Background: an optimization exercise with open tools, aiming at small area and a short achievable clock period. Do not read the settings as production practice.
RTL that was checked went through simulation tests only; none was proved equivalent to the original.
Only the layout flow was run in run 2; the RTL was not checked for function there.
Power and IR drop assume default switching activity.

## flow/standard.sh

```bash
#!/bin/bash
# synth_recipe.tcl (not shown) runs the flow's synth.tcl, then flattens the netlist and writes it again
# the make line also repeats each setting of config.mk as NAME=value (left out here)
make -C /OpenROAD-flow-scripts/flow DESIGN_CONFIG=/design/flow/config.mk WORK_HOME=/design/flow/orfs CLKGATE_MAP_FILE= SYNTH_SCRIPT=/design/flow/synth_recipe.tcl "${@:-finish}"
```

## flow/config.mk

```make
export PLATFORM = sky130hd
export DESIGN_NAME = iir_filter_threefold
export DESIGN_NICKNAME = iir_filter_threefold
export VERILOG_FILES = /design/flow/design.v
export SDC_FILE = /design/flow/constraint.sdc
export NUM_CORES = 4
export LEC_CHECK = 0
export ABC_AREA = 1
export CAP_MARGIN = 20
export CORE_MARGIN = 2
export CORE_UTILIZATION = 40
export SETUP_SLACK_MARGIN = 3.9
export SLEW_MARGIN = 20
```

## flow/constraint.sdc

```tcl
create_clock -name core_clock -period 6.0 [get_ports {clk}]
set_input_delay 1.2000 -clock core_clock [delete_from_list [all_inputs] [get_ports {clk}]]
set_output_delay 1.2000 -clock core_clock [all_outputs]
set_load 0.01 [all_outputs]
```

## flow/flow/run.sh

```bash
#!/bin/bash
# Own layout flow: the standard ORFS flow (standard synthesis unchanged), with
#  - plain buf_1 port buffers (resized later as timing needs),
#  - resizing not tied to cell footprints,
#  - a clock tree of clkbuf_4 or clkbuf_8 leaf buffers under a clkbuf_16 root, without dummy loads.
set -euo pipefail
bash standard.sh \
  "BUFFER_PORTS_ARGS=-buffer_cell sky130_fd_sc_hd__buf_1" \
  "MATCH_CELL_FOOTPRINT=0" \
  "CTS_ARGS=-sink_clustering_enable -repair_clock_nets -dont_use_dummy_load -buf_list {sky130_fd_sc_hd__clkbuf_4 sky130_fd_sc_hd__clkbuf_8} -root_buf sky130_fd_sc_hd__clkbuf_16" \
  finish > flow_make.log 2>&1
```

## flow/design.v

```verilog
module iir_filter_threefold(clk,rst,x,y);
input clk;
input rst;
input [19:0] x;
output reg [19:0] y;
reg rr;
reg pa, pb, pc;
reg [19:0] ob;           
reg [19:1] v;            
reg [17:0] h2, h3n, h4;  
reg [16:0] h5n;          
wire [18:0] ap = v;
wire [18:0] bp = ob[19:1];
wire [18:0] p0 = ap ^ bp;
wire [18:0] g0 = ap & bp;
wire gg1 = g0[1] | (p0[1] & g0[0]);
wire gg2 = g0[3] | (p0[3] & g0[2]);
wire pp2 = p0[3] & p0[2];
wire gg3 = g0[5] | (p0[5] & g0[4]);
wire pp3 = p0[5] & p0[4];
wire gg4 = g0[7] | (p0[7] & g0[6]);
wire pp4 = p0[7] & p0[6];
wire gg5 = g0[9] | (p0[9] & g0[8]);
wire pp5 = p0[9] & p0[8];
wire gg6 = g0[11] | (p0[11] & g0[10]);
wire pp6 = p0[11] & p0[10];
wire gg7 = g0[13] | (p0[13] & g0[12]);
wire pp7 = p0[13] & p0[12];
wire gg8 = g0[15] | (p0[15] & g0[14]);
wire pp8 = p0[15] & p0[14];
wire gg9 = g0[17] | (p0[17] & g0[16]);
wire pp9 = p0[17] & p0[16];
wire gg10 = g0[2] | (p0[2] & gg1);
wire gg11 = gg2 | (pp2 & gg1);
wire gg12 = g0[6] | (p0[6] & gg3);
wire pp12 = p0[6] & pp3;
wire gg13 = gg4 | (pp4 & gg3);
wire pp13 = pp4 & pp3;
wire gg14 = g0[10] | (p0[10] & gg5);
wire pp14 = p0[10] & pp5;
wire gg15 = gg6 | (pp6 & gg5);
wire pp15 = pp6 & pp5;
wire gg16 = g0[14] | (p0[14] & gg7);
wire pp16 = p0[14] & pp7;
wire gg17 = gg8 | (pp8 & gg7);
wire pp17 = pp8 & pp7;
wire gg18 = g0[18] | (p0[18] & gg9);
wire pp18 = p0[18] & pp9;
wire gg19 = g0[4] | (p0[4] & gg11);
wire gg20 = gg3 | (pp3 & gg11);
wire gg21 = gg12 | (pp12 & gg11);
wire gg22 = gg13 | (pp13 & gg11);
wire gg23 = g0[12] | (p0[12] & gg15);
wire pp23 = p0[12] & pp15;
wire gg24 = gg7 | (pp7 & gg15);
wire pp24 = pp7 & pp15;
wire gg25 = gg16 | (pp16 & gg15);
wire pp25 = pp16 & pp15;
wire gg26 = gg17 | (pp17 & gg15);
wire pp26 = pp17 & pp15;
wire gg27 = g0[8] | (p0[8] & gg22);
wire gg28 = gg5 | (pp5 & gg22);
wire gg29 = gg14 | (pp14 & gg22);
wire gg30 = gg15 | (pp15 & gg22);
wire gg31 = gg23 | (pp23 & gg22);
wire gg32 = gg24 | (pp24 & gg22);
wire gg33 = gg25 | (pp25 & gg22);
wire gg34 = gg26 | (pp26 & gg22);
wire gg35 = g0[16] | (p0[16] & gg34);
wire gg36 = gg9 | (pp9 & gg34);
wire gg37 = gg18 | (pp18 & gg34);
wire [18:0] cg = {gg37, gg36, gg35, gg34, gg33, gg32, gg31, gg30, gg29, gg28, gg27, gg22, gg21, gg20, gg19, gg11, gg10, gg1, g0[0]};
wire [19:0] sum = {p0 ^ {cg[17:0], 1'b0}, ob[0]};
always @(posedge clk) begin
  rr <= rst;
  if (rst)
    y <= 20'd0;
  else if (pc & ~rr)
    y <= sum;
  if (rr) begin
    pa <= 1'b1; pb <= 1'b0; pc <= 1'b0;
    ob <= 20'd0;
    v  <= 19'd0;
    h2 <= 18'd0; h3n <= 18'h3ffff; h4 <= 18'd0;
    h5n <= 17'h1ffff;
  end else begin
    pa <= pc;
    pb <= pa;
    pc <= pb;
    ob <= ({20{pc}} & {~h3n, 2'b00})
        | ({20{pa}} & {y[18:0], 1'b0})
        | ({20{pb}} & x);
    if (pc) begin
      h2 <= y[17:0];
      h3n <= ~h2;
      h4 <= ~h3n;
      h5n <= ~h4[16:0];
      v  <= {~h5n, 2'b00};
    end else begin
      v  <= sum[19:1];
    end
  end
end
endmodule
```

==> summary.txt, run 1 <==
Vias in the first global route: 3947
Synth unique cells: 33
Hold Path Class: reg2reg
Worst Reg2Reg Path Length in Cells: 11
Routed WL: 11800 um
Synthesized Nets: 641
Switch share: 23.5%
Peak Freq: 485 MHz
Crit path top cell by count: nand2_2
Syn. warnings: 1
Worst-Margin Slew: 0.937 ns
Post-DR wirelength/cell: 14.7 um
CTS sink cnt: 133
Worst R2R Setup Slack: 3.94 ns
Iteration-0 DRC Markers: 233
Final Hold Vio Count: 0
Hold_buf cts: 0
Pwr Density: 275 nW/um^2
# diodes: 0
Number of max-cap violations: 0
Die area: 13700 um^2
Setup WS pre-CTS: 3.46 ns
Power share of the combinational group: 7.5%
Worst setup path startpoint: ob[1]
Reg clk slew, reported paths: 0.07 ns
RD Place Congestion: 0.745
Clock root buffer: clkbuf_16
Post-route setup TNS: 0 ns
Clock skew: 0.0290 ns
Via Count: 3978
Post-Syn Instances: 597
Setup CP Type: reg2reg
Global-route wire length before repair: 19300 um
Global route overflow: 0
Commonest non-fill, non-tap cell in the layout: dfxtp_1
Via density per instance: 4.95
Part of the power in registers: 58.4%
Relative slew slack: 37.4%
Tcrit/Tclk final: 34.4%
CP Launch Type: flip-flop
Skew-Pair Late Insertion Delay: 0.36 ns
Final setup vio count: 0
Most frequent cells in the layout: dfxtp_1, nand2_1, a21oi_1
Share of cells above drive strength 1: 15.7%
Sequential area share after synthesis: 52.1%
Clock power frac: 34.1%
Num CTS Buffers: 17
Total GRT Usage: 18.6%
Crit path to: v[17]
#FFs+latches synth: 133
TritonCTS clock tree: built
Worst R2R Start: ob[1]
Fin. max-slew vios: 0
Critical Path AT: 2.33 ns
Pleak: 0.00243 uW
Worst setup margin: 3.94 ns
Mapped Area: 5110 um^2
I/O pin count: 42
Crit path max-delay cell type: fa_2
Die Span X: 117 um
RSZ-0062 raised after global routing: true
DRC errors left: 0
Row count: 41
RR Endpoint: v[17]
Critical-path cell list: ha_2, fa_2, nand2_2, nand2_2, nand3_2, nand2_4, nand2_2, nand2_2, fa_2, inv_1, o22ai_1
Router iterations before antenna repair: 6
Final core utilization: 46.0%
CP max FO: 3
Tmin final: 2.06 ns
Die Height: 117 um
Initial antenna violation count: 0
Cell count after placement: 783
Switching Power: 372 uW
P&R area growth vs syn: 12.8%
Clock Path Buffers: 2
Htree depth: 4
Post-DRT Antenna Nets: 0
Pin count of the biggest net entering global routing: 48
Count of input and output buffers: 41
Fin cells: 804
Worst VDD drop: 123 uV
Post-DP HPWL: 7170 um
CP endpoint kind: flip-flop
Internal power: 1210 uW
Starting Density: 40.8%
Final Net Count: 678
Avg Inst Size Synth: 8.56 um^2
Core area: 12500 um^2
CP peak stage delay: 0.52 ns
WP data required: 6.27 ns
Outcome: no timing/DRC/antenna violations
[registers in the layout (all words and copies together), names as in the netlist, 17 cells and up]
signal and count:
y 20, h3n 18, v 19, h4 17, h2 18, ob 20
h5n 17
[cell usage after synthesis]
library cell	instances	share of area, %
nand3_2	1	0.20
nand2_4	1	0.22
inv_1	52	3.8
o21bai_1	1	0.15
o221ai_1	17	2.9
dfxtp_1	133	52
or2_1	1	0.12
a21o_1	1	0.15
nand2_1	116	8.5
o21ai_0	48	4.7
inv_2	4	0.29
clkbuf_1	9	0.66
xor2_1	4	0.69
fa_1	5	2.0
xnor2_1	4	0.69
nor2_8	1	0.39
o21ai_1	9	0.88
nand2_2	10	1.2
o22ai_1	6	0.74
buf_1	6	0.44
a31oi_1	1	0.12
buf_6	1	0.22
a21oi_2	3	0.51
a22oi_1	1	0.15
nor2_1	48	3.5
buf_2	14	1.4
nor2_2	2	0.24
nand3_1	12	1.2
buf_4	1	0.15
nor3_4	1	0.32
a22o_1	8	1.4
a21oi_1	59	5.8
ha_1	17	4.2
[worst min-delay path by stage]
stage,cells past startpoint,start,end,slack [ns]
3_3_place_gp,1,h4[16],h5n[16],0.41
5_1_grt,1,h4[15],h5n[15],0.43
6_report,1,h4[15],h5n[15],0.41
2_1_floorplan,1,h4[0],h5n[0],0.41
3_5_place_dp,1,h4[13],h5n[13],0.42
4_1_cts,1,h4[15],h5n[15],0.41
[layer usage]
layer  GRT usage (%)  wire [um]  vias up
li1                -          -     2031
met5               0          0        -
met1            24.0       5410     1854
met2            30.5       5730       89
met3            4.07        596        4
met4            7.29         76        0
[cell families (layout without fill, tap and decap cells)]
group	after synthesis	after routing	share of synthesized area, %
simple gates	193	195	15.9
compound gates	154	154	17.5
flops	133	133	52.1
buf+inv	87	120	6.96
fa+ha+maj	22	22	6.12
xor+xnor	8	8	1.37
[through the flow]
step	instance area (um^2)	power (uW)	hold slack (ns)
global route	5760	1660	0.427
finish	5760	1580	0.407
CTS	5690	1600	0.413
global placement	5370	1050	0.413
detailed placement	5370	1050	0.417
floorplan	5110	1020	0.406
[layout make-up]
| class | instances | area (um^2) |
|---|---|---|
| Fill cell | 1288 | 6760 |
| Sequential cell | 133 | 2690 |
| Multi-Input combinational cell | 379 | 2170 |
| Clock buffer | 17 | 245 |
| Timing Repair Buffer | 47 | 224 |
| Inverter | 56 | 215 |
| Tap cell | 172 | 215 |
[power groups by stage]
stage | Combinational, uW | Clock, uW | Sequential, uW
2_1_floorplan | 80.7 | 0 | 937
3_3_place_gp | 110 | 0 | 942
3_5_place_dp | 112 | 0 | 942
4_1_cts | 117 | 559 | 924
5_1_grt | 134 | 601 | 926
6_report | 119 | 540 | 924
[repair_timing]
action                                  in CTS  in global routing
pin swaps                                    6                  3
endpoints found under the setup margin      65                 73
gates resized for setup                     23                 36
cloned                                       2                  0
setup buffers                                2                  0
[critical path: cells and delay by family (launching register included)]
| family | cells | cell delay, ns |
|---|---|---|
| AND/OR/NAND/NOR | 6 | 0.42 |
| AO/OA/AOI/OAI | 1 | 0.16 |
| flip-flops | 1 | 0.31 |
| adder cells (fa/ha/maj) | 3 | 1.05 |
| buffers and inverters | 1 | 0.07 |
==> run 2: changes to the inputs <==
==> flow/design.v (replaced) <==
module iir_filter_threefold(clk,rst,x,y);
input clk;
input rst;
input [19:0] x;
output reg [19:0] y;
reg pa, pb, pc;
reg [19:0] ob;           
reg [19:1] v;            
reg [17:0] h2, h3n, h4;  
reg [16:0] h5n;          
wire [18:0] ap = v;
wire [18:0] bp = ob[19:1];
wire [18:0] p0 = ap ^ bp;
wire [18:0] g0 = ap & bp;
wire gg1 = g0[1] | (p0[1] & g0[0]);
wire gg2 = g0[3] | (p0[3] & g0[2]);
wire pp2 = p0[3] & p0[2];
wire gg3 = g0[5] | (p0[5] & g0[4]);
wire pp3 = p0[5] & p0[4];
wire gg4 = g0[7] | (p0[7] & g0[6]);
wire pp4 = p0[7] & p0[6];
wire gg5 = g0[9] | (p0[9] & g0[8]);
wire pp5 = p0[9] & p0[8];
wire gg6 = g0[11] | (p0[11] & g0[10]);
wire pp6 = p0[11] & p0[10];
wire gg7 = g0[13] | (p0[13] & g0[12]);
wire pp7 = p0[13] & p0[12];
wire gg8 = g0[15] | (p0[15] & g0[14]);
wire pp8 = p0[15] & p0[14];
wire gg9 = g0[17] | (p0[17] & g0[16]);
wire pp9 = p0[17] & p0[16];
wire gg10 = gg2 | (pp2 & gg1);
wire gg11 = gg4 | (pp4 & gg3);
wire pp11 = pp4 & pp3;
wire gg12 = gg6 | (pp6 & gg5);
wire pp12 = pp6 & pp5;
wire gg13 = gg8 | (pp8 & gg7);
wire pp13 = pp8 & pp7;
wire gg14 = gg11 | (pp11 & gg10);
wire gg15 = gg13 | (pp13 & gg12);
wire pp15 = pp13 & pp12;
wire gg16 = gg15 | (pp15 & gg14);
wire gg17 = gg12 | (pp12 & gg14);
wire gg18 = gg3 | (pp3 & gg10);
wire gg19 = gg5 | (pp5 & gg14);
wire gg20 = gg7 | (pp7 & gg17);
wire gg21 = gg9 | (pp9 & gg16);
wire gg22 = g0[2] | (p0[2] & gg1);
wire gg23 = g0[4] | (p0[4] & gg10);
wire gg24 = g0[6] | (p0[6] & gg18);
wire gg25 = g0[8] | (p0[8] & gg14);
wire gg26 = g0[10] | (p0[10] & gg19);
wire gg27 = g0[12] | (p0[12] & gg17);
wire gg28 = g0[14] | (p0[14] & gg20);
wire gg29 = g0[16] | (p0[16] & gg16);
wire gg30 = g0[18] | (p0[18] & gg21);
wire [18:0] cg = {gg30, gg21, gg29, gg16, gg28, gg20, gg27, gg17, gg26, gg19, gg25, gg14, gg24, gg18, gg23, gg10, gg22, gg1, g0[0]};
wire [19:0] sum = {p0 ^ {cg[17:0], 1'b0}, ob[0]};
always @(posedge clk) begin
  if (rst) begin
    pa <= 1'b0; pb <= 1'b0; pc <= 1'b0;
    y  <= 20'd0;
    ob <= 20'd0;
    v  <= 19'd0;
    h2 <= 18'd0; h3n <= 18'h3ffff; h4 <= 18'd0;
    h5n <= 17'h1ffff;
  end else begin
    pa <= pc | ~(pa | pb | pc);
    pb <= pa;
    pc <= pb;
    ob <= ({20{pc}} & {~h3n, 2'b00})
        | ({20{pa}} & {y[18:0], 1'b0})
        | ({20{pb}} & x);
    if (pc) begin
      y  <= sum;
      h2 <= y[17:0];
      h3n <= ~h2;
      h4 <= ~h3n;
      h5n <= ~h4[16:0];
      v  <= {~h5n, 2'b00};
    end else begin
      v  <= sum[19:1];
    end
  end
end
endmodule
==> flow/flow/run.sh (replaced) <==
#!/bin/bash
# Own layout flow: the standard ORFS flow (standard synthesis unchanged), with
#  - plain buf_1 port buffers (resized later as timing needs),
#  - resizing not tied to cell footprints,
#  - a clock tree of clkbuf_8 leaf buffers under a clkbuf_16 root, without dummy loads.
set -euo pipefail
bash standard.sh \
  "BUFFER_PORTS_ARGS=-buffer_cell sky130_fd_sc_hd__buf_1" \
  "MATCH_CELL_FOOTPRINT=0" \
  "CTS_ARGS=-sink_clustering_enable -repair_clock_nets -dont_use_dummy_load -buf_list sky130_fd_sc_hd__clkbuf_8 -root_buf sky130_fd_sc_hd__clkbuf_16" \
  finish > flow_make.log 2>&1
==> summary.txt, run 2 <==
Die Span X: 115 um
Starting Density: 41.0%
Post-Syn Instances: 540
Setup CP Type: reg2reg
Fin. max-slew vios: 0
Post-synth top area cell: dfxtp_1
Share of cells above drive strength 1: 18.4%
Clock skew: 0.0233 ns
Pwr Density: 266 nW/um^2
Tcrit/Tclk final: 36.5%
CP peak stage delay: 0.53 ns
Most frequent cell after synthesis: dfxtp_1
Regs by FF count: ob (20), y (20), v (19)
Clock root buffer: clkbuf_16
Die Height: 115 um
CP Launch Type: flip-flop
Internal power: 1190 uW
Synth top area share: 53.6%
WP data required: 6.27 ns
Commonest non-fill, non-tap cell in the layout: dfxtp_1
Pin count of the biggest net entering global routing: 88
Outcome: no timing/DRC/antenna violations
Worst Path Buf+Inv: 2
Switch share: 22.5%
Router iterations before antenna repair: 5
RD Place Congestion: 0.744
Vias in the first global route: 3685
Die area: 13200 um^2
Avg Inst Size Synth: 9.13 um^2
Final Hold Vio Count: 0
I/O pin count: 42
Synth unique cells: 31
Htree depth: 4
Post-DP HPWL: 6540 um
Hold Path Class: reg2reg
Mapped Area: 4930 um^2
Critical-path cell list: ha_4, fa_2, nand2_2, nand2_2, nand3_2, nand2_4, buf_6, nand2_4, nand2_4, fa_2, inv_1, o22ai_2
Global-route wire length before repair: 18200 um
Crit path max-delay cell type: fa_2
Number of synthesized flops with an enable pin: 0
Core area: 12000 um^2
Sequential area share after synthesis: 53.6%
Power share of the combinational group: 6.0%
Post-synth ARST share: 0%
Synth cell count leaders: dfxtp_1, nand2_1, inv_1
Peak Freq: 456 MHz
Pleak: 0.00218 uW
Via density per instance: 5.17
Part of the power in registers: 58.9%
Relative slew slack: 34.5%
Num CTS Buffers: 17
Most frequent cells in the layout: dfxtp_1, nand2_1, inv_1
Skew-Pair Late Insertion Delay: 0.35 ns
# diodes: 0
Post-DRT Antenna Nets: 0
Via Count: 3786
CTS sink cnt: 132
Reg clk slew, reported paths: 0.06 ns
Overall Power: 1530 uW
Top cells by area, synth: dfxtp_1, nand2_1, ha_1, o22ai_1, a21oi_1
Worst-Margin Slew: 0.981 ns
Clock power frac: 35.0%
Cell count after placement: 701
Number of max-cap violations: 0
Count of input and output buffers: 41
#FFs+latches synth: 132
Primary FF master, synth: dfxtp_1
Worst setup margin: 3.81 ns
Switching Power: 344 uW
Final Net Count: 636
CP max FO: 4
Iteration-0 DRC Markers: 171
Post-route setup TNS: 0 ns
TritonCTS clock tree: built
Crit path top cell by count: nand2_4
Critical Path AT: 2.46 ns
Initial antenna violation count: 0
Final setup vio count: 0
Routed WL: 11700 um
Setup WS pre-CTS: 2.84 ns
Worst VDD drop: 137 uV
Fin cells: 733
Row count: 40
P&R area growth vs syn: 16.8%
Global route overflow: 0
Syn. warnings: 1
Synthesized Nets: 588
DRC errors left: 0
Crit path max-delay family: adder cells
Post-DR wirelength/cell: 15.9 um
CP endpoint kind: flip-flop
Total GRT Usage: 17.9%
RSZ-0062 raised after global routing: true
Tmin final: 2.19 ns
Clock Path Buffers: 2
## run 2: changes by cell type in the layout (fill, tap and decap cells not counted), sizes merged, moves of 3 or more
| cell | before | now |
|---|---|---|
| a22o | 8 | 1 |
| nand2 | 127 | 106 |
| nor2 | 53 | 48 |
| nand3 | 13 | 5 |
| o21ai | 57 | 37 |
| a21oi | 62 | 39 |
| buf | 27 | 34 |
| inv | 56 | 53 |
| o22ai | 6 | 33 |
| fa | 5 | 9 |
## run 2: routing by layer
layer / share of wire, % / GRT usage [%] / wire length [um]
met1: 45 / 23.0 / 5230
met2: 49 / 28.7 / 5720
met3: 4.5 / 4.90 / 525
met4: 1.7 / 7.39 / 199
met5: 0 / 0 / 0
## run 2: kinds of logic after synthesis
logic type,after synthesis,synth area share [%]
fa+ha+maj,26,7.97
simple gates,156,13.1
compound gates,134,16.3
buf+inv,83,7.34
xor+xnor,9,1.60
flops,132,53.6
## run 2: cell type report
class | count | area, um^2
fillers | 1173 | 6260
clock buffers | 17 | 245
repair buffers | 55 | 359
flip-flops and latches | 132 | 2660
inverters | 53 | 199
multi-input cells | 329 | 2110
well taps | 147 | 184
## run 2: worst paths after layout
kind / start / end / slack, ns / cells after the start
max: ob[1] / v[17] / 3.81 / 12
min: h2[4] / h3n[4] / 0.40 / 1
max reg2reg: ob[1] / v[17] / 3.81 / 12
min reg2reg: h2[4] / h3n[4] / 0.40 / 1
## run 2: timing repair
item,in CTS,in global routing
gates cloned,4,2
setup endpoints to repair,135,139
endpoints found under the hold margin,0,0
hold buffers,0,0
pin swaps,16,9
buffers inserted,3,6
gates resized for setup,33,41
## run 2: per-stage QoR
step	util (%)	cell area (um^2)	hold WS [ns]
finish	47.9	5760	0.402
global route	47.9	5760	0.425
CTS	46.1	5540	0.403
detailed placement	42.7	5130	0.416
global placement	42.7	5130	0.410
floorplan	-	4930	0.406
## run 2: power by group through the flow
stage | registers (uW) | clock network (uW) | logic (uW)
6_report | 903 | 537 | 92.6
5_1_grt | 904 | 600 | 101
4_1_cts | 902 | 558 | 81.3
3_5_place_dp | 921 | 0 | 72.5
3_3_place_gp | 920 | 0 | 71.2
2_1_floorplan | 914 | 0 | 58.1

[static timing again, ports no longer ideal]
The results above use ideal ports. As a check the final layouts listed here were re-extracted and re-timed, cells and wires unchanged.
Step 1 sets driving cells, clkbuf_16 on the clock port and buf_2 on the other inputs (assumed; they add their load-dependent delay and slew).
Step 2 also shifts input and output timing later by t, the mid clock arrival at the registers, as if the neighbouring blocks saw the same clock.
Three values: ideal ports, drivers, drivers and shift; two values: the first two.
| run | shift t [ns] | setup slack, ns | hold WS [ns] | worst setup path after step 2 | worst data-port slew with drivers (ns) |
|---|---|---|---|---|---|
| run 1 | 0.379 | 3.938 / 3.912 / 3.762 | 0.407 / 0.407 / 0.407 | input to register | 0.04 |
| run 2 | 0.378 | 3.808 / 3.808 / 3.588 | 0.402 / 0.402 / 0.402 | input to register | 0.03 |
After both steps every run listed still meets setup and hold. For run 2, which loses most, drivers alone change the setup slack by 0.000 ns; drivers and shift together by -0.220 ns.
